Background: an optimization exercise with open tools, aiming at small area, a short achievable clock period and few clock cycles per item. Do not read the settings as production practice.
The RTL was checked by simulation tests, not by an equivalence proof against the original design.
Power and IR drop assume default switching activity.

**design/flow/config.mk**
```make
export PLATFORM = sky130hd
export DESIGN_NAME = popcount256
export DESIGN_NICKNAME = popcount256
export VERILOG_FILES = /design/flow/design.v
export SDC_FILE = /design/flow/constraint.sdc
export NUM_CORES = 4
export LEC_CHECK = 0
export CAP_MARGIN = 20
export CORE_MARGIN = 2
export CORE_UTILIZATION = 55
export PLACE_DENSITY = 0.8
export SLEW_MARGIN = 20
export SYNTH_HIERARCHICAL = 1
export BUFFER_PORTS_ARGS = -buffer_cell sky130_fd_sc_hd__buf_1
export CTS_ARGS = -sink_clustering_enable -repair_clock_nets -dont_use_dummy_load -buf_list sky130_fd_sc_hd__clkbuf_8
```
**design/flow/constraint.sdc**
```tcl
create_clock -name core_clock -period 9.5 [get_ports {clk_i}]
set_input_delay 1.9000 -clock core_clock [delete_from_list [all_inputs] [get_ports {clk_i}]]
set_output_delay 1.9000 -clock core_clock [all_outputs]
set_load 0.01 [all_outputs]
```
**design/flow/design.v**
```verilog
module popcount_pipe (
  input  logic         clk_i,
  input  logic [255:0] data_i,
  output logic [8:0]   count_o
);
  logic s0_1;
  logic c0_2;
  logic s0_3;
  logic c0_4;
  logic s0_5;
  logic c0_6;
  logic s0_7;
  logic c0_8;
  logic s0_9;
  logic c0_10;
  logic s0_11;
  logic c0_12;
  logic s0_13;
  logic c0_14;
  logic s0_15;
  logic c0_16;
  logic s0_17;
  logic c0_18;
  logic s0_19;
  logic c0_20;
  logic s0_21;
  logic c0_22;
  logic s0_23;
  logic c0_24;
  logic s0_25;
  logic c0_26;
  logic s0_27;
  logic c0_28;
  logic s0_29;
  logic c0_30;
  logic s0_31;
  logic c0_32;
  logic s0_33;
  logic c0_34;
  logic s0_35;
  logic c0_36;
  logic s0_37;
  logic c0_38;
  logic s0_39;
  logic c0_40;
  logic s0_41;
  logic c0_42;
  logic s0_43;
  logic c0_44;
  logic s0_45;
  logic c0_46;
  logic s0_47;
  logic c0_48;
  logic s0_49;
  logic c0_50;
  logic s0_51;
  logic c0_52;
  logic s0_53;
  logic c0_54;
  logic s0_55;
  logic c0_56;
  logic s0_57;
  logic c0_58;
  logic s0_59;
  logic c0_60;
  logic s0_61;
  logic c0_62;
  logic s0_63;
  logic c0_64;
  logic s0_65;
  logic c0_66;
  logic s0_67;
  logic c0_68;
  logic s0_69;
  logic c0_70;
  logic s0_71;
  logic c0_72;
  logic s0_73;
  logic c0_74;
  logic s0_75;
  logic c0_76;
  logic s0_77;
  logic c0_78;
  logic s0_79;
  logic c0_80;
  logic s0_81;
  logic c0_82;
  logic s0_83;
  logic c0_84;
  logic s0_85;
  logic c0_86;
  logic s0_87;
  logic c0_88;
  logic s0_89;
  logic c0_90;
  logic s0_91;
  logic c0_92;
  logic s0_93;
  logic c0_94;
  logic s0_95;
  logic c0_96;
  logic s0_97;
  logic c0_98;
  logic s0_99;
  logic c0_100;
  logic s0_101;
  logic c0_102;
  logic s0_103;
  logic c0_104;
  logic s0_105;
  logic c0_106;
  logic s0_107;
  logic c0_108;
  logic s0_109;
  logic c0_110;
  logic s0_111;
  logic c0_112;
  logic s0_113;
  logic c0_114;
  logic s0_115;
  logic c0_116;
  logic s0_117;
  logic c0_118;
  logic s0_119;
  logic c0_120;
  logic s0_121;
  logic c0_122;
  logic s0_123;
  logic c0_124;
  logic s0_125;
  logic c0_126;
  logic s0_127;
  logic c0_128;
  logic s0_129;
  logic c0_130;
  logic s0_131;
  logic c0_132;
  logic s0_133;
  logic c0_134;
  logic s0_135;
  logic c0_136;
  logic s0_137;
  logic c0_138;
  logic s0_139;
  logic c0_140;
  logic s0_141;
  logic c0_142;
  logic s0_143;
  logic c0_144;
  logic s0_145;
  logic c0_146;
  logic s0_147;
  logic c0_148;
  logic s0_149;
  logic c0_150;
  logic s0_151;
  logic c0_152;
  logic s0_153;
  logic c0_154;
  logic s0_155;
  logic c0_156;
  logic s0_157;
  logic c0_158;
  logic s0_159;
  logic c0_160;
  logic s0_161;
  logic c0_162;
  logic s0_163;
  logic c0_164;
  logic s0_165;
  logic c0_166;
  logic s0_167;
  logic c0_168;
  logic s0_169;
  logic c0_170;
  logic s0_171;
  logic c0_172;
  logic s0_173;
  logic c0_174;
  logic s0_175;
  logic c0_176;
  logic s0_177;
  logic c0_178;
  logic s0_179;
  logic c0_180;
  logic s0_181;
  logic c0_182;
  logic s0_183;
  logic c0_184;
  logic s0_185;
  logic c0_186;
  logic s0_187;
  logic c0_188;
  logic s0_189;
  logic c0_190;
  logic s0_191;
  logic c0_192;
  logic s0_193;
  logic c0_194;
  logic s0_195;
  logic c0_196;
  logic s0_197;
  logic c0_198;
  logic s0_199;
  logic c0_200;
  logic s0_201;
  logic c0_202;
  logic s0_203;
  logic c0_204;
  logic s0_205;
  logic c0_206;
  logic s0_207;
  logic c0_208;
  logic s0_209;
  logic c0_210;
  logic s0_211;
  logic c0_212;
  logic s0_213;
  logic c0_214;
  logic s0_215;
  logic c0_216;
  logic s0_217;
  logic c0_218;
  logic s0_219;
  logic c0_220;
  logic s0_221;
  logic c0_222;
  logic s0_223;
  logic c0_224;
  logic s0_225;
  logic c0_226;
  logic s0_227;
  logic c0_228;
  logic s0_229;
  logic c0_230;
  logic s0_231;
  logic c0_232;
  logic s0_233;
  logic c0_234;
  logic s0_235;
  logic c0_236;
  logic s0_237;
  logic c0_238;
  logic s0_239;
  logic c0_240;
  logic s0_241;
  logic c0_242;
  logic s0_243;
  logic c0_244;
  logic s0_245;
  logic c0_246;
  logic s0_247;
  logic c0_248;
  logic s0_249;
  logic c0_250;
  logic s0_251;
  logic c0_252;
  logic s0_253;
  logic c0_254;
  logic s0_255;
  logic c0_256;
  logic s0_257;
  logic c0_258;
  logic s0_259;
  logic c0_260;
  logic s0_261;
  logic c0_262;
  logic s0_263;
  logic c0_264;
  logic s0_265;
  logic c0_266;
  logic s0_267;
  logic c0_268;
  logic s0_269;
  logic c0_270;
  logic s0_271;
  logic c0_272;
  logic s0_273;
  logic c0_274;
  logic s0_275;
  logic c0_276;
  logic s0_277;
  logic c0_278;
  logic s0_279;
  logic c0_280;
  logic s0_281;
  logic c0_282;
  logic [114:0] p0_q;
  logic s1_283;
  logic c1_284;
  logic s1_285;
  logic c1_286;
  logic s1_287;
  logic c1_288;
  logic s1_289;
  logic c1_290;
  logic s1_291;
  logic c1_292;
  logic s1_293;
  logic c1_294;
  logic s1_295;
  logic c1_296;
  logic s1_297;
  logic c1_298;
  logic s1_299;
  logic c1_300;
  logic s1_301;
  logic c1_302;
  logic s1_303;
  logic c1_304;
  logic s1_305;
  logic c1_306;
  logic s1_307;
  logic c1_308;
  logic s1_309;
  logic c1_310;
  logic s1_311;
  logic c1_312;
  logic s1_313;
  logic c1_314;
  logic s1_315;
  logic c1_316;
  logic s1_317;
  logic c1_318;
  logic s1_319;
  logic c1_320;
  logic s1_321;
  logic c1_322;
  logic s1_323;
  logic c1_324;
  logic s1_325;
  logic c1_326;
  logic s1_327;
  logic c1_328;
  logic s1_329;
  logic c1_330;
  logic s1_331;
  logic c1_332;
  logic s1_333;
  logic c1_334;
  logic s1_335;
  logic c1_336;
  logic s1_337;
  logic c1_338;
  logic s1_339;
  logic c1_340;
  logic s1_341;
  logic c1_342;
  logic s1_343;
  logic c1_344;
  logic s1_345;
  logic c1_346;
  logic s1_347;
  logic c1_348;
  logic s1_349;
  logic c1_350;
  logic s1_351;
  logic c1_352;
  logic s1_353;
  logic c1_354;
  logic s1_355;
  logic c1_356;
  logic s1_357;
  logic c1_358;
  logic s1_359;
  logic c1_360;
  logic s1_361;
  logic c1_362;
  logic s1_363;
  logic c1_364;
  logic s1_365;
  logic c1_366;
  logic s1_367;
  logic c1_368;
  logic s1_369;
  logic c1_370;
  logic s1_371;
  logic c1_372;
  logic s1_373;
  logic c1_374;
  logic s1_375;
  logic c1_376;
  logic s1_377;
  logic c1_378;
  logic s1_379;
  logic c1_380;
  logic s1_381;
  logic c1_382;
  logic s1_383;
  logic c1_384;
  logic s1_385;
  logic c1_386;
  logic s1_387;
  logic c1_388;
  logic s1_389;
  logic c1_390;
  logic s1_391;
  logic c1_392;
  logic s1_393;
  logic c1_394;
  logic s1_395;
  logic c1_396;
  logic s1_397;
  logic c1_398;
  logic s1_399;
  logic c1_400;
  logic s1_401;
  logic c1_402;
  logic s1_403;
  logic c1_404;
  logic s1_405;
  logic c1_406;
  logic s1_407;
  logic c1_408;
  logic s1_409;
  logic c1_410;
  logic s1_411;
  logic c1_412;
  logic s1_413;
  logic c1_414;
  logic s1_415;
  logic c1_416;
  logic s1_417;
  logic c1_418;
  logic s1_419;
  logic c1_420;
  logic s1_421;
  logic c1_422;
  logic s1_423;
  logic c1_424;
  logic s1_425;
  logic c1_426;
  logic s1_427;
  logic c1_428;
  logic s1_429;
  logic c1_430;
  logic s1_431;
  logic c1_432;
  logic s1_433;
  logic c1_434;
  logic s1_435;
  logic c1_436;
  logic s1_437;
  logic c1_438;
  logic s1_439;
  logic c1_440;
  logic s1_441;
  logic c1_442;
  logic s1_443;
  logic c1_444;
  logic s1_445;
  logic c1_446;
  logic s1_447;
  logic c1_448;
  logic s1_449;
  logic c1_450;
  logic s1_451;
  logic c1_452;
  logic s1_453;
  logic c1_454;
  logic s1_455;
  logic c1_456;
  logic s1_457;
  logic c1_458;
  logic s1_459;
  logic c1_460;
  logic [25:0] p1_q;
  logic s2_461;
  logic c2_462;
  logic s2_463;
  logic c2_464;
  logic s2_465;
  logic c2_466;
  logic s2_467;
  logic c2_468;
  logic s2_469;
  logic c2_470;
  logic s2_471;
  logic c2_472;
  logic s2_473;
  logic c2_474;
  logic s2_475;
  logic c2_476;
  logic s2_477;
  logic c2_478;
  logic s2_479;
  logic c2_480;
  logic s2_481;
  logic c2_482;
  logic s2_483;
  logic c2_484;
  logic s2_485;
  logic c2_486;
  logic s2_487;
  logic c2_488;
  logic s2_489;
  logic c2_490;
  logic [10:0] p2_q;
  logic s3_491;
  logic c3_492;
  logic s3_493;
  logic c3_494;
  logic [8:0] row_a, row_b;
  fa u_fa2 (.a(data_i[0]), .b(data_i[1]), .c(data_i[2]), .s(s0_1), .co(c0_2));
  fa u_fa4 (.a(data_i[3]), .b(data_i[4]), .c(data_i[5]), .s(s0_3), .co(c0_4));
  fa u_fa6 (.a(data_i[6]), .b(data_i[7]), .c(data_i[8]), .s(s0_5), .co(c0_6));
  fa u_fa8 (.a(data_i[9]), .b(data_i[10]), .c(data_i[11]), .s(s0_7), .co(c0_8));
  fa u_fa10 (.a(data_i[12]), .b(data_i[13]), .c(data_i[14]), .s(s0_9), .co(c0_10));
  fa u_fa12 (.a(data_i[15]), .b(data_i[16]), .c(data_i[17]), .s(s0_11), .co(c0_12));
  fa u_fa14 (.a(data_i[18]), .b(data_i[19]), .c(data_i[20]), .s(s0_13), .co(c0_14));
  fa u_fa16 (.a(data_i[21]), .b(data_i[22]), .c(data_i[23]), .s(s0_15), .co(c0_16));
  fa u_fa18 (.a(data_i[24]), .b(data_i[25]), .c(data_i[26]), .s(s0_17), .co(c0_18));
  fa u_fa20 (.a(data_i[27]), .b(data_i[28]), .c(data_i[29]), .s(s0_19), .co(c0_20));
  fa u_fa22 (.a(data_i[30]), .b(data_i[31]), .c(data_i[32]), .s(s0_21), .co(c0_22));
  fa u_fa24 (.a(data_i[33]), .b(data_i[34]), .c(data_i[35]), .s(s0_23), .co(c0_24));
  fa u_fa26 (.a(data_i[36]), .b(data_i[37]), .c(data_i[38]), .s(s0_25), .co(c0_26));
  fa u_fa28 (.a(data_i[39]), .b(data_i[40]), .c(data_i[41]), .s(s0_27), .co(c0_28));
  fa u_fa30 (.a(data_i[42]), .b(data_i[43]), .c(data_i[44]), .s(s0_29), .co(c0_30));
  fa u_fa32 (.a(data_i[45]), .b(data_i[46]), .c(data_i[47]), .s(s0_31), .co(c0_32));
  fa u_fa34 (.a(data_i[48]), .b(data_i[49]), .c(data_i[50]), .s(s0_33), .co(c0_34));
  fa u_fa36 (.a(data_i[51]), .b(data_i[52]), .c(data_i[53]), .s(s0_35), .co(c0_36));
  fa u_fa38 (.a(data_i[54]), .b(data_i[55]), .c(data_i[56]), .s(s0_37), .co(c0_38));
  fa u_fa40 (.a(data_i[57]), .b(data_i[58]), .c(data_i[59]), .s(s0_39), .co(c0_40));
  fa u_fa42 (.a(data_i[60]), .b(data_i[61]), .c(data_i[62]), .s(s0_41), .co(c0_42));
  fa u_fa44 (.a(data_i[63]), .b(data_i[64]), .c(data_i[65]), .s(s0_43), .co(c0_44));
  fa u_fa46 (.a(data_i[66]), .b(data_i[67]), .c(data_i[68]), .s(s0_45), .co(c0_46));
  fa u_fa48 (.a(data_i[69]), .b(data_i[70]), .c(data_i[71]), .s(s0_47), .co(c0_48));
  fa u_fa50 (.a(data_i[72]), .b(data_i[73]), .c(data_i[74]), .s(s0_49), .co(c0_50));
  fa u_fa52 (.a(data_i[75]), .b(data_i[76]), .c(data_i[77]), .s(s0_51), .co(c0_52));
  fa u_fa54 (.a(data_i[78]), .b(data_i[79]), .c(data_i[80]), .s(s0_53), .co(c0_54));
  fa u_fa56 (.a(data_i[81]), .b(data_i[82]), .c(data_i[83]), .s(s0_55), .co(c0_56));
  fa u_fa58 (.a(data_i[84]), .b(data_i[85]), .c(data_i[86]), .s(s0_57), .co(c0_58));
  fa u_fa60 (.a(data_i[87]), .b(data_i[88]), .c(data_i[89]), .s(s0_59), .co(c0_60));
  fa u_fa62 (.a(data_i[90]), .b(data_i[91]), .c(data_i[92]), .s(s0_61), .co(c0_62));
  fa u_fa64 (.a(data_i[93]), .b(data_i[94]), .c(data_i[95]), .s(s0_63), .co(c0_64));
  fa u_fa66 (.a(data_i[96]), .b(data_i[97]), .c(data_i[98]), .s(s0_65), .co(c0_66));
  fa u_fa68 (.a(data_i[99]), .b(data_i[100]), .c(data_i[101]), .s(s0_67), .co(c0_68));
  fa u_fa70 (.a(data_i[102]), .b(data_i[103]), .c(data_i[104]), .s(s0_69), .co(c0_70));
  fa u_fa72 (.a(data_i[105]), .b(data_i[106]), .c(data_i[107]), .s(s0_71), .co(c0_72));
  fa u_fa74 (.a(data_i[108]), .b(data_i[109]), .c(data_i[110]), .s(s0_73), .co(c0_74));
  fa u_fa76 (.a(data_i[111]), .b(data_i[112]), .c(data_i[113]), .s(s0_75), .co(c0_76));
  fa u_fa78 (.a(data_i[114]), .b(data_i[115]), .c(data_i[116]), .s(s0_77), .co(c0_78));
  fa u_fa80 (.a(data_i[117]), .b(data_i[118]), .c(data_i[119]), .s(s0_79), .co(c0_80));
  fa u_fa82 (.a(data_i[120]), .b(data_i[121]), .c(data_i[122]), .s(s0_81), .co(c0_82));
  fa u_fa84 (.a(data_i[123]), .b(data_i[124]), .c(data_i[125]), .s(s0_83), .co(c0_84));
  fa u_fa86 (.a(data_i[126]), .b(data_i[127]), .c(data_i[128]), .s(s0_85), .co(c0_86));
  fa u_fa88 (.a(data_i[129]), .b(data_i[130]), .c(data_i[131]), .s(s0_87), .co(c0_88));
  fa u_fa90 (.a(data_i[132]), .b(data_i[133]), .c(data_i[134]), .s(s0_89), .co(c0_90));
  fa u_fa92 (.a(data_i[135]), .b(data_i[136]), .c(data_i[137]), .s(s0_91), .co(c0_92));
  fa u_fa94 (.a(data_i[138]), .b(data_i[139]), .c(data_i[140]), .s(s0_93), .co(c0_94));
  fa u_fa96 (.a(data_i[141]), .b(data_i[142]), .c(data_i[143]), .s(s0_95), .co(c0_96));
  fa u_fa98 (.a(data_i[144]), .b(data_i[145]), .c(data_i[146]), .s(s0_97), .co(c0_98));
  fa u_fa100 (.a(data_i[147]), .b(data_i[148]), .c(data_i[149]), .s(s0_99), .co(c0_100));
  fa u_fa102 (.a(data_i[150]), .b(data_i[151]), .c(data_i[152]), .s(s0_101), .co(c0_102));
  fa u_fa104 (.a(data_i[153]), .b(data_i[154]), .c(data_i[155]), .s(s0_103), .co(c0_104));
  fa u_fa106 (.a(data_i[156]), .b(data_i[157]), .c(data_i[158]), .s(s0_105), .co(c0_106));
  fa u_fa108 (.a(data_i[159]), .b(data_i[160]), .c(data_i[161]), .s(s0_107), .co(c0_108));
  fa u_fa110 (.a(data_i[162]), .b(data_i[163]), .c(data_i[164]), .s(s0_109), .co(c0_110));
  fa u_fa112 (.a(data_i[165]), .b(data_i[166]), .c(data_i[167]), .s(s0_111), .co(c0_112));
  fa u_fa114 (.a(data_i[168]), .b(data_i[169]), .c(data_i[170]), .s(s0_113), .co(c0_114));
  fa u_fa116 (.a(data_i[171]), .b(data_i[172]), .c(data_i[173]), .s(s0_115), .co(c0_116));
  fa u_fa118 (.a(data_i[174]), .b(data_i[175]), .c(data_i[176]), .s(s0_117), .co(c0_118));
  fa u_fa120 (.a(data_i[177]), .b(data_i[178]), .c(data_i[179]), .s(s0_119), .co(c0_120));
  fa u_fa122 (.a(data_i[180]), .b(data_i[181]), .c(data_i[182]), .s(s0_121), .co(c0_122));
  fa u_fa124 (.a(data_i[183]), .b(data_i[184]), .c(data_i[185]), .s(s0_123), .co(c0_124));
  fa u_fa126 (.a(data_i[186]), .b(data_i[187]), .c(data_i[188]), .s(s0_125), .co(c0_126));
  fa u_fa128 (.a(data_i[189]), .b(data_i[190]), .c(data_i[191]), .s(s0_127), .co(c0_128));
  fa u_fa130 (.a(data_i[192]), .b(data_i[193]), .c(data_i[194]), .s(s0_129), .co(c0_130));
  fa u_fa132 (.a(data_i[195]), .b(data_i[196]), .c(data_i[197]), .s(s0_131), .co(c0_132));
  fa u_fa134 (.a(data_i[198]), .b(data_i[199]), .c(data_i[200]), .s(s0_133), .co(c0_134));
  fa u_fa136 (.a(data_i[201]), .b(data_i[202]), .c(data_i[203]), .s(s0_135), .co(c0_136));
  fa u_fa138 (.a(data_i[204]), .b(data_i[205]), .c(data_i[206]), .s(s0_137), .co(c0_138));
  fa u_fa140 (.a(data_i[207]), .b(data_i[208]), .c(data_i[209]), .s(s0_139), .co(c0_140));
  fa u_fa142 (.a(data_i[210]), .b(data_i[211]), .c(data_i[212]), .s(s0_141), .co(c0_142));
  fa u_fa144 (.a(data_i[213]), .b(data_i[214]), .c(data_i[215]), .s(s0_143), .co(c0_144));
  fa u_fa146 (.a(data_i[216]), .b(data_i[217]), .c(data_i[218]), .s(s0_145), .co(c0_146));
  fa u_fa148 (.a(data_i[219]), .b(data_i[220]), .c(data_i[221]), .s(s0_147), .co(c0_148));
  fa u_fa150 (.a(data_i[222]), .b(data_i[223]), .c(data_i[224]), .s(s0_149), .co(c0_150));
  fa u_fa152 (.a(data_i[225]), .b(data_i[226]), .c(data_i[227]), .s(s0_151), .co(c0_152));
  fa u_fa154 (.a(data_i[228]), .b(data_i[229]), .c(data_i[230]), .s(s0_153), .co(c0_154));
  fa u_fa156 (.a(data_i[231]), .b(data_i[232]), .c(data_i[233]), .s(s0_155), .co(c0_156));
  fa u_fa158 (.a(data_i[234]), .b(data_i[235]), .c(data_i[236]), .s(s0_157), .co(c0_158));
  fa u_fa160 (.a(data_i[237]), .b(data_i[238]), .c(data_i[239]), .s(s0_159), .co(c0_160));
  fa u_fa162 (.a(data_i[240]), .b(data_i[241]), .c(data_i[242]), .s(s0_161), .co(c0_162));
  fa u_fa164 (.a(data_i[243]), .b(data_i[244]), .c(data_i[245]), .s(s0_163), .co(c0_164));
  fa u_fa166 (.a(data_i[246]), .b(data_i[247]), .c(data_i[248]), .s(s0_165), .co(c0_166));
  fa u_fa168 (.a(data_i[249]), .b(data_i[250]), .c(data_i[251]), .s(s0_167), .co(c0_168));
  fa u_fa170 (.a(data_i[252]), .b(data_i[253]), .c(data_i[254]), .s(s0_169), .co(c0_170));
  fa u_fa172 (.a(data_i[255]), .b(s0_1), .c(s0_3), .s(s0_171), .co(c0_172));
  fa u_fa174 (.a(s0_5), .b(s0_7), .c(s0_9), .s(s0_173), .co(c0_174));
  fa u_fa176 (.a(s0_11), .b(s0_13), .c(s0_15), .s(s0_175), .co(c0_176));
  fa u_fa178 (.a(s0_17), .b(s0_19), .c(s0_21), .s(s0_177), .co(c0_178));
  fa u_fa180 (.a(s0_23), .b(s0_25), .c(s0_27), .s(s0_179), .co(c0_180));
  fa u_fa182 (.a(s0_29), .b(s0_31), .c(s0_33), .s(s0_181), .co(c0_182));
  fa u_fa184 (.a(s0_35), .b(s0_37), .c(s0_39), .s(s0_183), .co(c0_184));
  fa u_fa186 (.a(s0_41), .b(s0_43), .c(s0_45), .s(s0_185), .co(c0_186));
  fa u_fa188 (.a(s0_47), .b(s0_49), .c(s0_51), .s(s0_187), .co(c0_188));
  fa u_fa190 (.a(s0_53), .b(s0_55), .c(s0_57), .s(s0_189), .co(c0_190));
  fa u_fa192 (.a(s0_59), .b(s0_61), .c(s0_63), .s(s0_191), .co(c0_192));
  fa u_fa194 (.a(s0_65), .b(s0_67), .c(s0_69), .s(s0_193), .co(c0_194));
  fa u_fa196 (.a(s0_71), .b(s0_73), .c(s0_75), .s(s0_195), .co(c0_196));
  fa u_fa198 (.a(s0_77), .b(s0_79), .c(s0_81), .s(s0_197), .co(c0_198));
  fa u_fa200 (.a(s0_83), .b(s0_85), .c(s0_87), .s(s0_199), .co(c0_200));
  fa u_fa202 (.a(s0_89), .b(s0_91), .c(s0_93), .s(s0_201), .co(c0_202));
  fa u_fa204 (.a(s0_95), .b(s0_97), .c(s0_99), .s(s0_203), .co(c0_204));
  fa u_fa206 (.a(s0_101), .b(s0_103), .c(s0_105), .s(s0_205), .co(c0_206));
  fa u_fa208 (.a(s0_107), .b(s0_109), .c(s0_111), .s(s0_207), .co(c0_208));
  fa u_fa210 (.a(s0_113), .b(s0_115), .c(s0_117), .s(s0_209), .co(c0_210));
  fa u_fa212 (.a(s0_119), .b(s0_121), .c(s0_123), .s(s0_211), .co(c0_212));
  fa u_fa214 (.a(s0_125), .b(s0_127), .c(s0_129), .s(s0_213), .co(c0_214));
  fa u_fa216 (.a(s0_131), .b(s0_133), .c(s0_135), .s(s0_215), .co(c0_216));
  fa u_fa218 (.a(s0_137), .b(s0_139), .c(s0_141), .s(s0_217), .co(c0_218));
  fa u_fa220 (.a(s0_143), .b(s0_145), .c(s0_147), .s(s0_219), .co(c0_220));
  fa u_fa222 (.a(s0_149), .b(s0_151), .c(s0_153), .s(s0_221), .co(c0_222));
  fa u_fa224 (.a(s0_155), .b(s0_157), .c(s0_159), .s(s0_223), .co(c0_224));
  fa u_fa226 (.a(s0_161), .b(s0_163), .c(s0_165), .s(s0_225), .co(c0_226));
  fa u_fa228 (.a(c0_2), .b(c0_4), .c(c0_6), .s(s0_227), .co(c0_228));
  fa u_fa230 (.a(c0_8), .b(c0_10), .c(c0_12), .s(s0_229), .co(c0_230));
  fa u_fa232 (.a(c0_14), .b(c0_16), .c(c0_18), .s(s0_231), .co(c0_232));
  fa u_fa234 (.a(c0_20), .b(c0_22), .c(c0_24), .s(s0_233), .co(c0_234));
  fa u_fa236 (.a(c0_26), .b(c0_28), .c(c0_30), .s(s0_235), .co(c0_236));
  fa u_fa238 (.a(c0_32), .b(c0_34), .c(c0_36), .s(s0_237), .co(c0_238));
  fa u_fa240 (.a(c0_38), .b(c0_40), .c(c0_42), .s(s0_239), .co(c0_240));
  fa u_fa242 (.a(c0_44), .b(c0_46), .c(c0_48), .s(s0_241), .co(c0_242));
  fa u_fa244 (.a(c0_50), .b(c0_52), .c(c0_54), .s(s0_243), .co(c0_244));
  fa u_fa246 (.a(c0_56), .b(c0_58), .c(c0_60), .s(s0_245), .co(c0_246));
  fa u_fa248 (.a(c0_62), .b(c0_64), .c(c0_66), .s(s0_247), .co(c0_248));
  fa u_fa250 (.a(c0_68), .b(c0_70), .c(c0_72), .s(s0_249), .co(c0_250));
  fa u_fa252 (.a(c0_74), .b(c0_76), .c(c0_78), .s(s0_251), .co(c0_252));
  fa u_fa254 (.a(c0_80), .b(c0_82), .c(c0_84), .s(s0_253), .co(c0_254));
  fa u_fa256 (.a(c0_86), .b(c0_88), .c(c0_90), .s(s0_255), .co(c0_256));
  fa u_fa258 (.a(c0_92), .b(c0_94), .c(c0_96), .s(s0_257), .co(c0_258));
  fa u_fa260 (.a(c0_98), .b(c0_100), .c(c0_102), .s(s0_259), .co(c0_260));
  fa u_fa262 (.a(c0_104), .b(c0_106), .c(c0_108), .s(s0_261), .co(c0_262));
  fa u_fa264 (.a(c0_110), .b(c0_112), .c(c0_114), .s(s0_263), .co(c0_264));
  fa u_fa266 (.a(c0_116), .b(c0_118), .c(c0_120), .s(s0_265), .co(c0_266));
  fa u_fa268 (.a(c0_122), .b(c0_124), .c(c0_126), .s(s0_267), .co(c0_268));
  fa u_fa270 (.a(c0_128), .b(c0_130), .c(c0_132), .s(s0_269), .co(c0_270));
  fa u_fa272 (.a(c0_134), .b(c0_136), .c(c0_138), .s(s0_271), .co(c0_272));
  fa u_fa274 (.a(c0_140), .b(c0_142), .c(c0_144), .s(s0_273), .co(c0_274));
  fa u_fa276 (.a(c0_146), .b(c0_148), .c(c0_150), .s(s0_275), .co(c0_276));
  fa u_fa278 (.a(c0_152), .b(c0_154), .c(c0_156), .s(s0_277), .co(c0_278));
  fa u_fa280 (.a(c0_158), .b(c0_160), .c(c0_162), .s(s0_279), .co(c0_280));
  fa u_fa282 (.a(c0_164), .b(c0_166), .c(c0_168), .s(s0_281), .co(c0_282));
  fa u_fa284 (.a(p0_q[0]), .b(p0_q[1]), .c(p0_q[2]), .s(s1_283), .co(c1_284));
  fa u_fa286 (.a(p0_q[3]), .b(p0_q[4]), .c(p0_q[5]), .s(s1_285), .co(c1_286));
  fa u_fa288 (.a(p0_q[6]), .b(p0_q[7]), .c(p0_q[8]), .s(s1_287), .co(c1_288));
  fa u_fa290 (.a(p0_q[9]), .b(p0_q[10]), .c(p0_q[11]), .s(s1_289), .co(c1_290));
  fa u_fa292 (.a(p0_q[12]), .b(p0_q[13]), .c(p0_q[14]), .s(s1_291), .co(c1_292));
  fa u_fa294 (.a(p0_q[15]), .b(p0_q[16]), .c(p0_q[17]), .s(s1_293), .co(c1_294));
  fa u_fa296 (.a(p0_q[18]), .b(p0_q[19]), .c(p0_q[20]), .s(s1_295), .co(c1_296));
  fa u_fa298 (.a(p0_q[21]), .b(p0_q[22]), .c(p0_q[23]), .s(s1_297), .co(c1_298));
  fa u_fa300 (.a(p0_q[24]), .b(p0_q[25]), .c(p0_q[26]), .s(s1_299), .co(c1_300));
  fa u_fa302 (.a(p0_q[27]), .b(p0_q[28]), .c(p0_q[29]), .s(s1_301), .co(c1_302));
  fa u_fa304 (.a(s1_283), .b(s1_285), .c(s1_287), .s(s1_303), .co(c1_304));
  fa u_fa306 (.a(s1_289), .b(s1_291), .c(s1_293), .s(s1_305), .co(c1_306));
  fa u_fa308 (.a(s1_295), .b(s1_297), .c(s1_299), .s(s1_307), .co(c1_308));
  fa u_fa310 (.a(s1_301), .b(s1_303), .c(s1_305), .s(s1_309), .co(c1_310));
  fa u_fa312 (.a(p0_q[30]), .b(p0_q[31]), .c(p0_q[32]), .s(s1_311), .co(c1_312));
  fa u_fa314 (.a(p0_q[33]), .b(p0_q[34]), .c(p0_q[35]), .s(s1_313), .co(c1_314));
  fa u_fa316 (.a(p0_q[36]), .b(p0_q[37]), .c(p0_q[38]), .s(s1_315), .co(c1_316));
  fa u_fa318 (.a(p0_q[39]), .b(p0_q[40]), .c(p0_q[41]), .s(s1_317), .co(c1_318));
  fa u_fa320 (.a(p0_q[42]), .b(p0_q[43]), .c(p0_q[44]), .s(s1_319), .co(c1_320));
  fa u_fa322 (.a(p0_q[45]), .b(p0_q[46]), .c(p0_q[47]), .s(s1_321), .co(c1_322));
  fa u_fa324 (.a(p0_q[48]), .b(p0_q[49]), .c(p0_q[50]), .s(s1_323), .co(c1_324));
  fa u_fa326 (.a(p0_q[51]), .b(p0_q[52]), .c(p0_q[53]), .s(s1_325), .co(c1_326));
  fa u_fa328 (.a(p0_q[54]), .b(p0_q[55]), .c(p0_q[56]), .s(s1_327), .co(c1_328));
  fa u_fa330 (.a(p0_q[57]), .b(p0_q[58]), .c(p0_q[59]), .s(s1_329), .co(c1_330));
  fa u_fa332 (.a(p0_q[60]), .b(p0_q[61]), .c(p0_q[62]), .s(s1_331), .co(c1_332));
  fa u_fa334 (.a(p0_q[63]), .b(p0_q[64]), .c(p0_q[65]), .s(s1_333), .co(c1_334));
  fa u_fa336 (.a(p0_q[66]), .b(p0_q[67]), .c(p0_q[68]), .s(s1_335), .co(c1_336));
  fa u_fa338 (.a(p0_q[69]), .b(p0_q[70]), .c(p0_q[71]), .s(s1_337), .co(c1_338));
  fa u_fa340 (.a(p0_q[72]), .b(p0_q[73]), .c(p0_q[74]), .s(s1_339), .co(c1_340));
  fa u_fa342 (.a(p0_q[75]), .b(p0_q[76]), .c(p0_q[77]), .s(s1_341), .co(c1_342));
  fa u_fa344 (.a(p0_q[78]), .b(p0_q[79]), .c(p0_q[80]), .s(s1_343), .co(c1_344));
  fa u_fa346 (.a(p0_q[81]), .b(p0_q[82]), .c(p0_q[83]), .s(s1_345), .co(c1_346));
  fa u_fa348 (.a(p0_q[84]), .b(p0_q[85]), .c(p0_q[86]), .s(s1_347), .co(c1_348));
  fa u_fa350 (.a(c1_284), .b(c1_286), .c(c1_288), .s(s1_349), .co(c1_350));
  fa u_fa352 (.a(c1_290), .b(c1_292), .c(c1_294), .s(s1_351), .co(c1_352));
  fa u_fa354 (.a(c1_296), .b(c1_298), .c(c1_300), .s(s1_353), .co(c1_354));
  fa u_fa356 (.a(c1_302), .b(s1_311), .c(s1_313), .s(s1_355), .co(c1_356));
  fa u_fa358 (.a(s1_315), .b(s1_317), .c(s1_319), .s(s1_357), .co(c1_358));
  fa u_fa360 (.a(s1_321), .b(s1_323), .c(s1_325), .s(s1_359), .co(c1_360));
  fa u_fa362 (.a(s1_327), .b(s1_329), .c(s1_331), .s(s1_361), .co(c1_362));
  fa u_fa364 (.a(s1_333), .b(s1_335), .c(s1_337), .s(s1_363), .co(c1_364));
  fa u_fa366 (.a(s1_339), .b(s1_341), .c(s1_343), .s(s1_365), .co(c1_366));
  fa u_fa368 (.a(s1_345), .b(s1_347), .c(c1_304), .s(s1_367), .co(c1_368));
  fa u_fa370 (.a(s1_349), .b(c1_306), .c(s1_351), .s(s1_369), .co(c1_370));
  fa u_fa372 (.a(c1_308), .b(s1_353), .c(s1_355), .s(s1_371), .co(c1_372));
  fa u_fa374 (.a(s1_357), .b(s1_359), .c(s1_361), .s(s1_373), .co(c1_374));
  fa u_fa376 (.a(s1_363), .b(s1_365), .c(s1_367), .s(s1_375), .co(c1_376));
  fa u_fa378 (.a(c1_310), .b(s1_369), .c(s1_371), .s(s1_377), .co(c1_378));
  fa u_fa380 (.a(p0_q[87]), .b(p0_q[88]), .c(p0_q[89]), .s(s1_379), .co(c1_380));
  fa u_fa382 (.a(p0_q[90]), .b(p0_q[91]), .c(p0_q[92]), .s(s1_381), .co(c1_382));
  fa u_fa384 (.a(p0_q[93]), .b(p0_q[94]), .c(p0_q[95]), .s(s1_383), .co(c1_384));
  fa u_fa386 (.a(p0_q[96]), .b(p0_q[97]), .c(p0_q[98]), .s(s1_385), .co(c1_386));
  fa u_fa388 (.a(p0_q[99]), .b(p0_q[100]), .c(p0_q[101]), .s(s1_387), .co(c1_388));
  fa u_fa390 (.a(p0_q[102]), .b(p0_q[103]), .c(p0_q[104]), .s(s1_389), .co(c1_390));
  fa u_fa392 (.a(p0_q[105]), .b(p0_q[106]), .c(p0_q[107]), .s(s1_391), .co(c1_392));
  fa u_fa394 (.a(p0_q[108]), .b(p0_q[109]), .c(p0_q[110]), .s(s1_393), .co(c1_394));
  fa u_fa396 (.a(p0_q[111]), .b(p0_q[112]), .c(p0_q[113]), .s(s1_395), .co(c1_396));
  fa u_fa398 (.a(p0_q[114]), .b(c1_312), .c(c1_314), .s(s1_397), .co(c1_398));
  fa u_fa400 (.a(c1_316), .b(c1_318), .c(c1_320), .s(s1_399), .co(c1_400));
  fa u_fa402 (.a(c1_322), .b(c1_324), .c(c1_326), .s(s1_401), .co(c1_402));
  fa u_fa404 (.a(c1_328), .b(c1_330), .c(c1_332), .s(s1_403), .co(c1_404));
  fa u_fa406 (.a(c1_334), .b(c1_336), .c(c1_338), .s(s1_405), .co(c1_406));
  fa u_fa408 (.a(c1_340), .b(c1_342), .c(c1_344), .s(s1_407), .co(c1_408));
  fa u_fa410 (.a(c1_346), .b(c1_348), .c(s1_379), .s(s1_409), .co(c1_410));
  fa u_fa412 (.a(s1_381), .b(s1_383), .c(s1_385), .s(s1_411), .co(c1_412));
  fa u_fa414 (.a(s1_387), .b(s1_389), .c(s1_391), .s(s1_413), .co(c1_414));
  fa u_fa416 (.a(s1_393), .b(s1_395), .c(c1_350), .s(s1_415), .co(c1_416));
  fa u_fa418 (.a(c1_352), .b(c1_354), .c(s1_397), .s(s1_417), .co(c1_418));
  fa u_fa420 (.a(c1_356), .b(c1_358), .c(s1_399), .s(s1_419), .co(c1_420));
  fa u_fa422 (.a(c1_360), .b(s1_401), .c(c1_362), .s(s1_421), .co(c1_422));
  fa u_fa424 (.a(s1_403), .b(c1_364), .c(s1_405), .s(s1_423), .co(c1_424));
  fa u_fa426 (.a(c1_366), .b(s1_407), .c(s1_409), .s(s1_425), .co(c1_426));
  fa u_fa428 (.a(s1_411), .b(s1_413), .c(c1_368), .s(s1_427), .co(c1_428));
  fa u_fa430 (.a(s1_415), .b(c1_370), .c(s1_417), .s(s1_429), .co(c1_430));
  fa u_fa432 (.a(c1_372), .b(s1_419), .c(c1_374), .s(s1_431), .co(c1_432));
  fa u_fa434 (.a(s1_421), .b(s1_423), .c(s1_425), .s(s1_433), .co(c1_434));
  fa u_fa436 (.a(c1_380), .b(c1_382), .c(c1_384), .s(s1_435), .co(c1_436));
  fa u_fa438 (.a(c1_386), .b(c1_388), .c(c1_390), .s(s1_437), .co(c1_438));
  fa u_fa440 (.a(c1_392), .b(c1_394), .c(c1_396), .s(s1_439), .co(c1_440));
  fa u_fa442 (.a(c1_398), .b(c1_400), .c(c1_402), .s(s1_441), .co(c1_442));
  fa u_fa444 (.a(c1_404), .b(c1_410), .c(c1_406), .s(s1_443), .co(c1_444));
  fa u_fa446 (.a(c1_408), .b(s1_435), .c(c1_412), .s(s1_445), .co(c1_446));
  fa u_fa448 (.a(s1_437), .b(c1_414), .c(s1_439), .s(s1_447), .co(c1_448));
  fa u_fa450 (.a(c1_416), .b(c1_418), .c(c1_420), .s(s1_449), .co(c1_450));
  fa u_fa452 (.a(s1_441), .b(c1_422), .c(s1_443), .s(s1_451), .co(c1_452));
  fa u_fa454 (.a(c1_424), .b(c1_426), .c(s1_445), .s(s1_453), .co(c1_454));
  fa u_fa456 (.a(c1_436), .b(c1_438), .c(c1_440), .s(s1_455), .co(c1_456));
  fa u_fa458 (.a(c1_442), .b(c1_444), .c(c1_446), .s(s1_457), .co(c1_458));
  fa u_fa460 (.a(s1_455), .b(c1_448), .c(c1_450), .s(s1_459), .co(c1_460));
  fa u_fa462 (.a(p1_q[2]), .b(p1_q[3]), .c(p1_q[4]), .s(s2_461), .co(c2_462));
  fa u_fa464 (.a(p1_q[5]), .b(p1_q[6]), .c(p1_q[7]), .s(s2_463), .co(c2_464));
  fa u_fa466 (.a(p1_q[8]), .b(p1_q[9]), .c(p1_q[10]), .s(s2_465), .co(c2_466));
  fa u_fa468 (.a(c2_462), .b(s2_463), .c(s2_465), .s(s2_467), .co(c2_468));
  fa u_fa470 (.a(p1_q[11]), .b(p1_q[12]), .c(p1_q[13]), .s(s2_469), .co(c2_470));
  fa u_fa472 (.a(p1_q[14]), .b(p1_q[15]), .c(p1_q[16]), .s(s2_471), .co(c2_472));
  fa u_fa474 (.a(p1_q[17]), .b(p1_q[18]), .c(c2_464), .s(s2_473), .co(c2_474));
  fa u_fa476 (.a(c2_466), .b(s2_469), .c(s2_471), .s(s2_475), .co(c2_476));
  fa u_fa478 (.a(s2_473), .b(c2_468), .c(s2_475), .s(s2_477), .co(c2_478));
  fa u_fa480 (.a(p1_q[19]), .b(p1_q[20]), .c(p1_q[21]), .s(s2_479), .co(c2_480));
  fa u_fa482 (.a(p1_q[22]), .b(c2_470), .c(c2_472), .s(s2_481), .co(c2_482));
  fa u_fa484 (.a(s2_479), .b(c2_474), .c(s2_481), .s(s2_483), .co(c2_484));
  fa u_fa486 (.a(c2_476), .b(c2_478), .c(s2_483), .s(s2_485), .co(c2_486));
  fa u_fa488 (.a(p1_q[23]), .b(p1_q[24]), .c(p1_q[25]), .s(s2_487), .co(c2_488));
  fa u_fa490 (.a(c2_480), .b(s2_487), .c(c2_482), .s(s2_489), .co(c2_490));
  fa u_fa492 (.a(p2_q[6]), .b(p2_q[7]), .c(p2_q[8]), .s(s3_491), .co(c3_492));
  fa u_fa494 (.a(p2_q[9]), .b(p2_q[10]), .c(c3_492), .s(s3_493), .co(c3_494));
  assign row_a = {1'b0, c3_494, s3_493, s3_491, p2_q[5], p2_q[4], p2_q[3], p2_q[2], p2_q[0]};
  assign row_b = {1'b0, 1'b0, 1'b0, 1'b0, 1'b0, 1'b0, 1'b0, 1'b0, p2_q[1]};
  assign count_o = row_a + row_b;
  always_ff @(posedge clk_i) begin
    p0_q[0] <= s0_173;
    p0_q[1] <= s0_175;
    p0_q[2] <= s0_177;
    p0_q[3] <= s0_179;
    p0_q[4] <= s0_181;
    p0_q[5] <= s0_183;
    p0_q[6] <= s0_185;
    p0_q[7] <= s0_187;
    p0_q[8] <= s0_189;
    p0_q[9] <= s0_171;
    p0_q[10] <= s0_191;
    p0_q[11] <= s0_193;
    p0_q[12] <= s0_195;
    p0_q[13] <= s0_197;
    p0_q[14] <= s0_199;
    p0_q[15] <= s0_201;
    p0_q[16] <= s0_203;
    p0_q[17] <= s0_205;
    p0_q[18] <= s0_207;
    p0_q[19] <= s0_209;
    p0_q[20] <= s0_211;
    p0_q[21] <= s0_213;
    p0_q[22] <= s0_215;
    p0_q[23] <= s0_217;
    p0_q[24] <= s0_219;
    p0_q[25] <= s0_221;
    p0_q[26] <= s0_223;
    p0_q[27] <= s0_225;
    p0_q[28] <= s0_167;
    p0_q[29] <= s0_169;
    p0_q[30] <= s0_227;
    p0_q[31] <= c0_174;
    p0_q[32] <= s0_229;
    p0_q[33] <= c0_176;
    p0_q[34] <= s0_231;
    p0_q[35] <= c0_178;
    p0_q[36] <= s0_233;
    p0_q[37] <= c0_180;
    p0_q[38] <= s0_235;
    p0_q[39] <= c0_182;
    p0_q[40] <= s0_237;
    p0_q[41] <= c0_184;
    p0_q[42] <= s0_239;
    p0_q[43] <= c0_186;
    p0_q[44] <= s0_241;
    p0_q[45] <= c0_188;
    p0_q[46] <= s0_243;
    p0_q[47] <= c0_190;
    p0_q[48] <= s0_245;
    p0_q[49] <= c0_172;
    p0_q[50] <= c0_192;
    p0_q[51] <= s0_247;
    p0_q[52] <= c0_194;
    p0_q[53] <= s0_249;
    p0_q[54] <= c0_196;
    p0_q[55] <= s0_251;
    p0_q[56] <= c0_198;
    p0_q[57] <= s0_253;
    p0_q[58] <= c0_200;
    p0_q[59] <= s0_255;
    p0_q[60] <= c0_202;
    p0_q[61] <= s0_257;
    p0_q[62] <= c0_204;
    p0_q[63] <= s0_259;
    p0_q[64] <= c0_206;
    p0_q[65] <= s0_261;
    p0_q[66] <= c0_208;
    p0_q[67] <= s0_263;
    p0_q[68] <= c0_210;
    p0_q[69] <= s0_265;
    p0_q[70] <= c0_212;
    p0_q[71] <= s0_267;
    p0_q[72] <= c0_214;
    p0_q[73] <= s0_269;
    p0_q[74] <= c0_216;
    p0_q[75] <= s0_271;
    p0_q[76] <= c0_218;
    p0_q[77] <= s0_273;
    p0_q[78] <= c0_220;
    p0_q[79] <= s0_275;
    p0_q[80] <= c0_222;
    p0_q[81] <= s0_277;
    p0_q[82] <= c0_224;
    p0_q[83] <= s0_279;
    p0_q[84] <= c0_226;
    p0_q[85] <= s0_281;
    p0_q[86] <= c0_170;
    p0_q[87] <= c0_228;
    p0_q[88] <= c0_230;
    p0_q[89] <= c0_232;
    p0_q[90] <= c0_234;
    p0_q[91] <= c0_236;
    p0_q[92] <= c0_238;
    p0_q[93] <= c0_240;
    p0_q[94] <= c0_242;
    p0_q[95] <= c0_244;
    p0_q[96] <= c0_246;
    p0_q[97] <= c0_248;
    p0_q[98] <= c0_250;
    p0_q[99] <= c0_252;
    p0_q[100] <= c0_254;
    p0_q[101] <= c0_256;
    p0_q[102] <= c0_258;
    p0_q[103] <= c0_260;
    p0_q[104] <= c0_262;
    p0_q[105] <= c0_264;
    p0_q[106] <= c0_266;
    p0_q[107] <= c0_268;
    p0_q[108] <= c0_270;
    p0_q[109] <= c0_272;
    p0_q[110] <= c0_274;
    p0_q[111] <= c0_276;
    p0_q[112] <= c0_278;
    p0_q[113] <= c0_280;
    p0_q[114] <= c0_282;
  end
  always_ff @(posedge clk_i) begin
    p1_q[0] <= s1_309;
    p1_q[1] <= s1_307;
    p1_q[2] <= s1_373;
    p1_q[3] <= s1_377;
    p1_q[4] <= s1_375;
    p1_q[5] <= s1_431;
    p1_q[6] <= s1_429;
    p1_q[7] <= s1_427;
    p1_q[8] <= c1_378;
    p1_q[9] <= s1_433;
    p1_q[10] <= c1_376;
    p1_q[11] <= c1_432;
    p1_q[12] <= s1_451;
    p1_q[13] <= s1_449;
    p1_q[14] <= c1_430;
    p1_q[15] <= c1_428;
    p1_q[16] <= c1_434;
    p1_q[17] <= s1_453;
    p1_q[18] <= s1_447;
    p1_q[19] <= c1_452;
    p1_q[20] <= s1_457;
    p1_q[21] <= s1_459;
    p1_q[22] <= c1_454;
    p1_q[23] <= c1_458;
    p1_q[24] <= c1_456;
    p1_q[25] <= c1_460;
  end
  always_ff @(posedge clk_i) begin
    p2_q[0] <= p1_q[0];
    p2_q[1] <= p1_q[1];
    p2_q[2] <= s2_461;
    p2_q[3] <= s2_467;
    p2_q[4] <= s2_477;
    p2_q[5] <= s2_485;
    p2_q[6] <= s2_489;
    p2_q[7] <= c2_484;
    p2_q[8] <= c2_486;
    p2_q[9] <= c2_488;
    p2_q[10] <= c2_490;
  end
endmodule
module fa (
  input  logic a, b, c,
  output logic s, co
);
  assign s  = a ^ b ^ c;
  assign co = (a & b) | (c & (a ^ b));
endmodule
module popcount256 (
  input  logic         clk_i,
  input  logic         rst_ni,
  input  logic         valid_i,
  input  logic [255:0] data_i,
  output logic         valid_o,
  output logic [8:0]   popcount_o
);
  localparam integer Latency = 4;
  logic [8:0] count;
  popcount_pipe u_popcount (
    .clk_i  (clk_i),
    .data_i (data_i),
    .count_o(count)
  );
  logic [Latency-1:0] valid_q;
  always_ff @(posedge clk_i or negedge rst_ni) begin
    if (!rst_ni) begin
      valid_q <= '0;
    end else begin
      valid_q <= {valid_q[Latency-2:0], valid_i};
    end
  end
  assign valid_o = valid_q[Latency-1];
  always_ff @(posedge clk_i) begin
    popcount_o <= count;
  end
endmodule
```
**design/flow/flow/run.sh**
```bash
#!/bin/bash
# Own layout flow: the standard ORFS flow (standard.sh, standard synthesis
# unchanged), with sky130 buf_1 cells as the port buffers and a clock tree
# built without dummy balancing loads. Each tool's output is in the ORFS logs
# (orfs/logs/...); make's own output goes to standard.log.
set -euo pipefail
cat >> config.mk <<'EOF2'
export BUFFER_PORTS_ARGS = -buffer_cell sky130_fd_sc_hd__buf_1
export CTS_ARGS = -sink_clustering_enable -repair_clock_nets -dont_use_dummy_load -buf_list sky130_fd_sc_hd__clkbuf_8
EOF2
bash standard.sh finish > standard.log 2>&1
```
**design/flow/standard.sh**
```bash
#!/bin/bash
# synth_recipe.tcl (not shown) runs the flow's synth.tcl, then flattens the netlist and writes it again
# the make line also repeats each setting of config.mk as NAME=value (left out here)
make -C /OpenROAD-flow-scripts/flow DESIGN_CONFIG=/design/flow/config.mk WORK_HOME=/design/flow/orfs CLKGATE_MAP_FILE= SYNTH_SCRIPT=/design/flow/synth_recipe.tcl "${@:-finish}"
```
==> metrics.md, run 1 <==
| Metric | Value |
|---|---|
| Worst-path cell chain | buf_1 |
| Area growth, synth to finish | 17.6% |
| Setup repair bufs after CTS | 0 |
| N_diodes | 0 |
| Worst path max stage delay | 350 ps |
| Nets | 1224 |
| Chip height | 128 um |
| Port bufs | 268 |
| Die outline area | 0.0163 mm^2 |
| Max-cap viol count | 0 |
| Synth Flop Type | dfxtp_1 |
| Share of cells above drive strength 1 | 0.0238 |
| Grt met1 use | 0.263 |
| Syn nets | 937 |
| Final Hold Fails | 0 |
| Initial antenna violation count | 0 |
| WL final | 15.4 mm |
| Clock latency (worst-skew pair) | 440 ps |
| Synth warn | 8 |
| Delay-heaviest family, CP | flip-flops |
| Cell Pwr Density | 331 mW/mm^2 |
| Top cells by count, synth | fa_1, dfxtp_1, xnor2_1 |
| Critical Path RT | 7600 ps |
| Die W | 128 um |
| CTS buffer count | 17 |
| Fin worst setup slack | 6700 ps |
| CTS clk-pin slew, worst paths | 60 ps |
| Initial DRC count | 102 |
| Routed wire length per instance | 17.1 um |
| Hold slack final | 327 ps |
| CP max stage cell | dfrtp_1 |
| Global route hottest layer | met2 |
| Crit path buf inv count | 1 |
| # DRC | 0 |
| Top-count cell post-synth | fa_1 |
| Number of synthesized flops with an enable pin | 0 |
| Total negative setup slack | 0 ps |
| Static Leakage | 0.00370 uW |
| Tot GR Track Use | 0.221 |
| CTS Sinks | 165 |
| Top cell type's share of synthesized area | 0.589 |
| Mean Syn Cell Area | 19.6 um^2 |
| Arrival time worst endpoint | 900 ps |
| Root buffer cell | clkbuf_8 |
| Detailed-route via count | 4294 |
| 1st-pass router iterations | 4 |
| CTS tree | built |
| Core ar. | 0.0150 mm^2 |
| Vias in the first global route | 5476 |
| Hold Crit Class | reg2reg |
| Unrepaired setup endpoints after global routing | false |
| Placed insts | 885 |
| Number of distinct library cells after synthesis | 12 |
| Top-level port count | 269 |
| Post-Syn Area | 0.00839 mm^2 |
| Outcome | complete, no violations |
| Slew margin rel. | 0.860 |
| Design Power | 3260 uW |
| Max VDD drop | 0.209 mV |
| Register bit total from synthesis | 165 |
| Clk_skew | 15.2 ps |
| GR Layer Usage met2 | 0.391 |
| GRT overflow | 0 |
| Hold_buf cts | 0 |
| Post-synthesis sequential area ratio | 0.396 |
| Post-route ant nets | 0 |
| GP Congestion | 0.834 |
| Startpoint types | flop |
| Top cells by area, synth | fa_1, dfxtp_1, dfrtp_1 |
| M3 GR Usage | 0.0578 |
| Pre-CTS setup slack | 6300 ps |
| Async SR Flop Fraction | 0.0242 |
| Rows | 45 |
| HPWL after DPL | 14.1 mm |
| Cts repair resizes | 0 |
| First-pass GRT wire length | 26.1 mm |
| Fmax | 0.357 GHz |
| Final Non-Filler Cells | 902 |
| Dominant cell type by area after synthesis | fa_1 |
| Vias per cell | 4.76 |
| Final period util | 0.295 |
| Crit end category | output port |
| Crit Path Max Fanout | 1 |
| Clock Tree Buf Depth | 2 |
| Worst slew pin tran | 210 ps |
| Max-slew violation count | 0 |
| Starting Density | 0.558 |
| Largest net degree at the start of global routing | 17 |
| Cells after synthesis | 429 |
| Crit Path Category | reg2out |
| Final setup vio count | 0 |
| Htree depth | 4 |
| Crit path time final | 2800 ps |
[worst reg2reg max path: stages (launching register included)]
cell,delay [ps]
dfxtp_1,320
fa_1,450
fa_1,510
fa_1,460
fa_1,440
fa_1,430
[placed cells by master, fill, tap and decap left out, drive strengths merged]
cell type / count
xor2: 1
dfxtp: 161
clkbuf: 17
ha: 2
nand4: 1
nor2: 1
nand3: 3
xnor2: 5
and4: 1
nand2: 2
fa: 247
dfrtp: 4
and3: 1
buf: 268
[modules after synthesis, one instance, submodules excluded]
module         copies in the design  cell area [um^2]  flops+latches  cells
fa                              247              20.0              0      1
popcount_pipe                     1              3170            152    169
popcount256                       1               280             13     13
[layout make-up]
class                      instances  area (um^2)
clock buffer                      17          234
fill                            1082         5160
multi-input combinational        264         5070
sequential                       165         3320
tap                              188          235
timing repair buffer             268         1010
[per-stage QoR]
step / area, um^2 / utilization
after floorplan: 8390 / -
after global placement: 9630 / 0.641
after detailed placement: 9630 / 0.641
after CTS: 9870 / 0.656
after global routing: 9870 / 0.656
final: 9870 / 0.656
[sequential cells by signal (all words and copies together) (netlist names)]
| register | flops |
|---|---|
| u_popcount.p1_q | 26 |
| valid_q | 4 |
| u_popcount.p0_q | 115 |
| u_popcount.p2_q | 11 |
| popcount_o | 9 |
[cells by family (layout without fill, tap and decap cells)]
group,count (synthesis),in the layout,synth area share
XOR/XNOR,6,6,0.00626
AND/OR/NAND/NOR,9,9,0.00567
flip-flops,165,165,0.396
adder cells (fa/ha/maj),249,249,0.592
buffers and inverters,0,285,0
[metal layers]
metal  share of wire  vias to the layer above
met2            0.57                      162
met1            0.36                     2232
met5               0                        -
li1                -                     1870
met3           0.049                       30
met4           0.020                        0
[where the power goes]
part           total, uW  internal, uW  leakage [uW]  switching, uW
clock                364           158      0.000122            206
combinational       1770           855       0.00217            919
sequential          1130          1000       0.00140            126
[worst paths after layout]
kind	start	to	slack (ps)	depth (start not counted)
max	valid_q[3]$_DFF_PN0_	valid_o	6700	1
min	u_popcount.p1_q[1]$_DFF_P_	u_popcount.p2_q[1]$_DFF_P_	330	0
max reg2reg	u_popcount.p0_q[9]$_DFF_P_	u_popcount.p1_q[21]$_DFF_P_	6770	5
min reg2reg	u_popcount.p1_q[1]$_DFF_P_	u_popcount.p2_q[1]$_DFF_P_	330	0
max in group asynchronous	rst_ni	valid_q[0]$_DFF_PN0_	8040	1
min in group asynchronous	rst_ni	valid_q[2]$_DFF_PN0_	1290	1
Testbench counts, summed over its fixed seeds: cycles 16,024, items 16,000.
==> inputs of run 2 (changes only) <==
--- a/design/flow/config.mk
+++ b/design/flow/config.mk
@@ -8,6 +8,7 @@
 export CAP_MARGIN = 20
 export CORE_MARGIN = 2
-export CORE_UTILIZATION = 55
-export PLACE_DENSITY = 0.8
+export CORE_UTILIZATION = 45
+export GPL_ROUTABILITY_DRIVEN = 0
+export PLACE_DENSITY = 0.9
 export SLEW_MARGIN = 20
 export SYNTH_HIERARCHICAL = 1
==> metrics.md, run 2 <==
| Metric | Value |
|---|---|
| Outcome | complete, no violations (unchanged) |
| Post-Syn Area | 0.00839 mm^2 (unchanged) |
| Register bit total from synthesis | 165 (unchanged) |
| Final Core Density | 0.547 (was 0.656) |
| Grt met1 use | 0.214 (was 0.263) |
| Top-count cell post-synth | fa_1 (unchanged) |
| FF-to-FF path depth | 5 (unchanged) |
| Crit Path Category | reg2out (unchanged) |
| Async SR Flop Fraction | 0.0242 (unchanged) |
| GR Layer Usage met2 | 0.349 (was 0.391) |
| Top cell type's share of synthesized area | 0.589 (unchanged) |
| First-pass GRT wire length | 26.9 mm (was 26.1 mm) |
| Max reg flops | 115 (unchanged) |
| Worst setup path startpoint | valid_q[3]$_DFF_PN0_ (unchanged) |
| Hold_buf cts | 0 (unchanged) |
| Detailed-route via count | 4289 (was 4294) |
| CTS tree | built (unchanged) |
| Syn nets | 937 (unchanged) |
| Share of cells above drive strength 1 | 0.0238 (unchanged) |
| Post-synthesis sequential area ratio | 0.396 (unchanged) |
| Die W | 141 um (was 128 um) |
| HPWL after DPL | 15.5 mm (was 14.1 mm) |
| Crit Path Max Fanout | 1 (unchanged) |
| M3 GR Usage | 0.0455 (was 0.0578) |
| Synth warn | 8 (unchanged) |
| Top cells by count, synth | fa_1, dfxtp_1, xnor2_1 (unchanged) |
| Starting Density | 0.462 (was 0.558) |
| Setup repair bufs after CTS | 0 (unchanged) |
| Root buffer cell | clkbuf_8 (unchanged) |
| Max VDD drop | 0.176 mV (was 0.209 mV) |
| Static Leakage | 0.00370 uW (unchanged) |
| WL final | 16.7 mm (was 15.4 mm) |
| Routed wire length per instance | 17.7 um (was 17.1 um) |
| CTS clk-pin slew, worst paths | 70 ps (was 60 ps) |
| Crit path buf inv count | 1 (unchanged) |
| Global route hottest layer | met2 (unchanged) |
| Number of distinct library cells after synthesis | 12 (unchanged) |
| Top-level port count | 269 (unchanged) |
| Clock Tree Buf Depth | 2 (unchanged) |
| Worst reg2reg endpoint | u_popcount.p1_q[21]$_DFF_P_ (unchanged) |
| Tot GR Track Use | 0.186 (was 0.221) |
| Max-slew violation count | 0 (unchanged) |
| Area of the multi-input gates | 0.00507 mm^2 (unchanged) |
| GRT overflow | 0 (unchanged) |
| Htree depth | 4 (unchanged) |
| Most flops, register | u_popcount.p0_q (unchanged) |
| Register area | 0.00332 mm^2 (unchanged) |
| Nets | 1224 (unchanged) |
| Die outline area | 0.0198 mm^2 (was 0.0163 mm^2) |
| Crit end category | output port (unchanged) |
| HP Start | u_popcount.p1_q[0]$_DFF_P_ (was u_popcount.p1_q[1]$_DFF_P_) |
| Worst path max stage delay | 360 ps (was 350 ps) |
| Final period util | 0.294 (was 0.295) |
| Final setup vio count | 0 (unchanged) |
| Arrival time worst endpoint | 900 ps (about the same) |
| Startpoint types | flop (unchanged) |
| 1st-pass router iterations | 4 (unchanged) |
| Slew margin rel. | 0.857 (was 0.860) |
| Fill cells | 1446 (was 1082) |
| Post-route ant nets | 0 (unchanged) |
| Total negative setup slack | 0 ps (unchanged) |
| Mean Syn Cell Area | 19.6 um^2 (unchanged) |
| Most frequent cells in the layout | buf_1, fa_1, dfxtp_1 (unchanged) |
| Dominant cell type by area after synthesis | fa_1 (unchanged) |
| Crit path time final | 2800 ps (about the same) |
| Vias per cell | 4.55 (was 4.76) |
| Cts repair resizes | 0 (unchanged) |
| # DRC | 0 (unchanged) |
| Initial antenna violation count | 0 (unchanged) |
| Delay-heaviest family, CP | flip-flops (unchanged) |
| Worst-path cell chain | buf_1 (unchanged) |
| CTS Sinks | 165 (unchanged) |
| FF-to-FF Start | u_popcount.p0_q[30]$_DFF_P_ (was u_popcount.p0_q[9]$_DFF_P_) |
| Regs by FF count | u_popcount.p0_q: 115 flops, u_popcount.p1_q: 26 flops, u_popcount.p2_q: 11 flops (unchanged) |
| Vias in the first global route | 5448 (was 5476) |
| Top cells by area, synth | fa_1, dfxtp_1, dfrtp_1 (unchanged) |
| Reg-to-reg setup timing slack | 6740 ps (was 6770 ps) |
| Clock latency (worst-skew pair) | 430 ps (was 440 ps) |
| Clk_skew | 20.3 ps (was 15.2 ps) |
| Chip height | 141 um (was 128 um) |
| Max-cap viol count | 0 (unchanged) |
| Critical Path Sink | valid_o (unchanged) |
| Crit. path cell count | 1 (unchanged) |
| Core ar. | 0.0181 mm^2 (was 0.0150 mm^2) |
| Cells after synthesis | 429 (unchanged) |
| Largest net degree at the start of global routing | 17 (unchanged) |
| Area growth, synth to finish | 18.2% (was 17.6%) |
| Critical Path RT | 7600 ps (about the same) |
| Unrepaired setup endpoints after global routing | false (unchanged) |
| Rows | 49 (was 45) |
| CP max stage cell | dfrtp_1 (unchanged) |
| CTS buffer count | 17 (unchanged) |
| Synth Flop Type | dfxtp_1 (unchanged) |
| Worst slew pin tran | 215 ps (was 210 ps) |
| Number of synthesized flops with an enable pin | 0 (unchanged) |
| Cell Pwr Density | 334 mW/mm^2 (was 331 mW/mm^2) |
| Port bufs | 268 (unchanged) |
| Commonest non-fill, non-tap cell in the layout | buf_1 (unchanged) |
| Initial DRC count | 102 (unchanged) |
| Hold Crit Class | reg2reg (unchanged) |
| Final Hold Fails | 0 (unchanged) |
| N_diodes | 0 (unchanged) |
| Fmax | 0.358 GHz (was 0.357 GHz) |
## run 2: cell counts in the layout (fill, tap and decap cells not counted)
No cell type changed its count.
## run 2: stage by stage
| step | instance area (um^2) | std cells | setup slack, ps | hold WS [ps] | power, uW |
|---|---|---|---|---|---|
| final | 9920 | 943 | 6700 | 327 | 3310 |
| after global routing | 9920 | 943 | 6630 | 337 | 3700 |
| after CTS | 9920 | 943 | 6660 | 330 | 3420 |
| after detailed placement | 9690 | 926 | 6300 | 314 | 3060 |
| after global placement | 9690 | 926 | 6340 | 313 | 2870 |
| after floorplan | 8390 | 429 | 6510 | 310 | 2300 |
## run 2: worst min-delay path by stage
stage | end | depth (start not counted) | slack [ps]
floorplan | u_popcount.p2_q[0]$_DFF_P_ | 0 | 310
global placement | u_popcount.p2_q[0]$_DFF_P_ | 0 | 310
detailed placement | u_popcount.p2_q[1]$_DFF_P_ | 0 | 310
CTS | u_popcount.p2_q[0]$_DFF_P_ | 0 | 330
global route | u_popcount.p2_q[1]$_DFF_P_ | 0 | 340
finish | u_popcount.p2_q[0]$_DFF_P_ | 0 | 330
## run 2: cell type report
type / instances / share of cell area
flip-flops and latches: 165 / 0.335
multi-input cells: 264 / 0.511
clock buffers: 17 / 0.0236
well taps: 229 / 0.0289
repair buffers: 268 / 0.101
## run 2: routing by layer
layer / vias up / wire length [um]
met3: 22 / 726
met5: - / 0
met2: 135 / 9770
met1: 2264 / 5960
met4: 0 / 269
li1: 1868 / -
## run 2: cells by family (layout without fill, tap and decap cells)
family | after synthesis | count (layout) | synth area share
adders and majority gates | 249 | 249 | 0.592
and+or+nand+nor | 9 | 9 | 0.00567
xor gates and xnor gates | 6 | 6 | 0.00626
DFF | 165 | 165 | 0.396
buffers and inverters | 0 | 285 | 0
## run 2: per-module statistics from Yosys, one instance, submodules excluded
module | cells inside | area [um^2] | flip-flops and latches | copies in the design
popcount_pipe | 169 | 3170 | 152 | 1
fa | 1 | 20.0 | 0 | 247
popcount256 | 13 | 280 | 13 | 1
## run 2: power by group
group	leakage [uW]	switching, uW	internal [uW]
sequential	0.00140	130	1000
clock	0.000122	202	158
combinational	0.00217	948	871
total	0.00370	1280	2030

port drivers added, routing unchanged:
In the flow no input, the clock included, has a driving cell. The finished layouts below were timed again as built, in two steps.
Step 1: set_driving_cell puts a clkbuf_16 on clk_i and a buf_2 on each other input, an assumption about the parent block.
Step 2 adds t to the input delays and takes it off the output delays; t is the mean of the earliest and latest rising clock arrival at the registers after step 1. Input paths then give back, and output paths get back, about the clock's delay inside the block.
Three values: no drivers, after step 1, after step 2; two values: the first two.
run	t, ns	slack for setup (ns)	worst setup path after step 2
run 1	0.470	6.701 / 6.660 / 6.315	input to register
run 2	0.462	6.704 / 6.665 / 6.287	input to register
After both steps setup and hold are still met in every run listed. The setup slack of run 2, which loses most, moves by -0.039 ns with the drivers and by -0.417 ns with both steps.
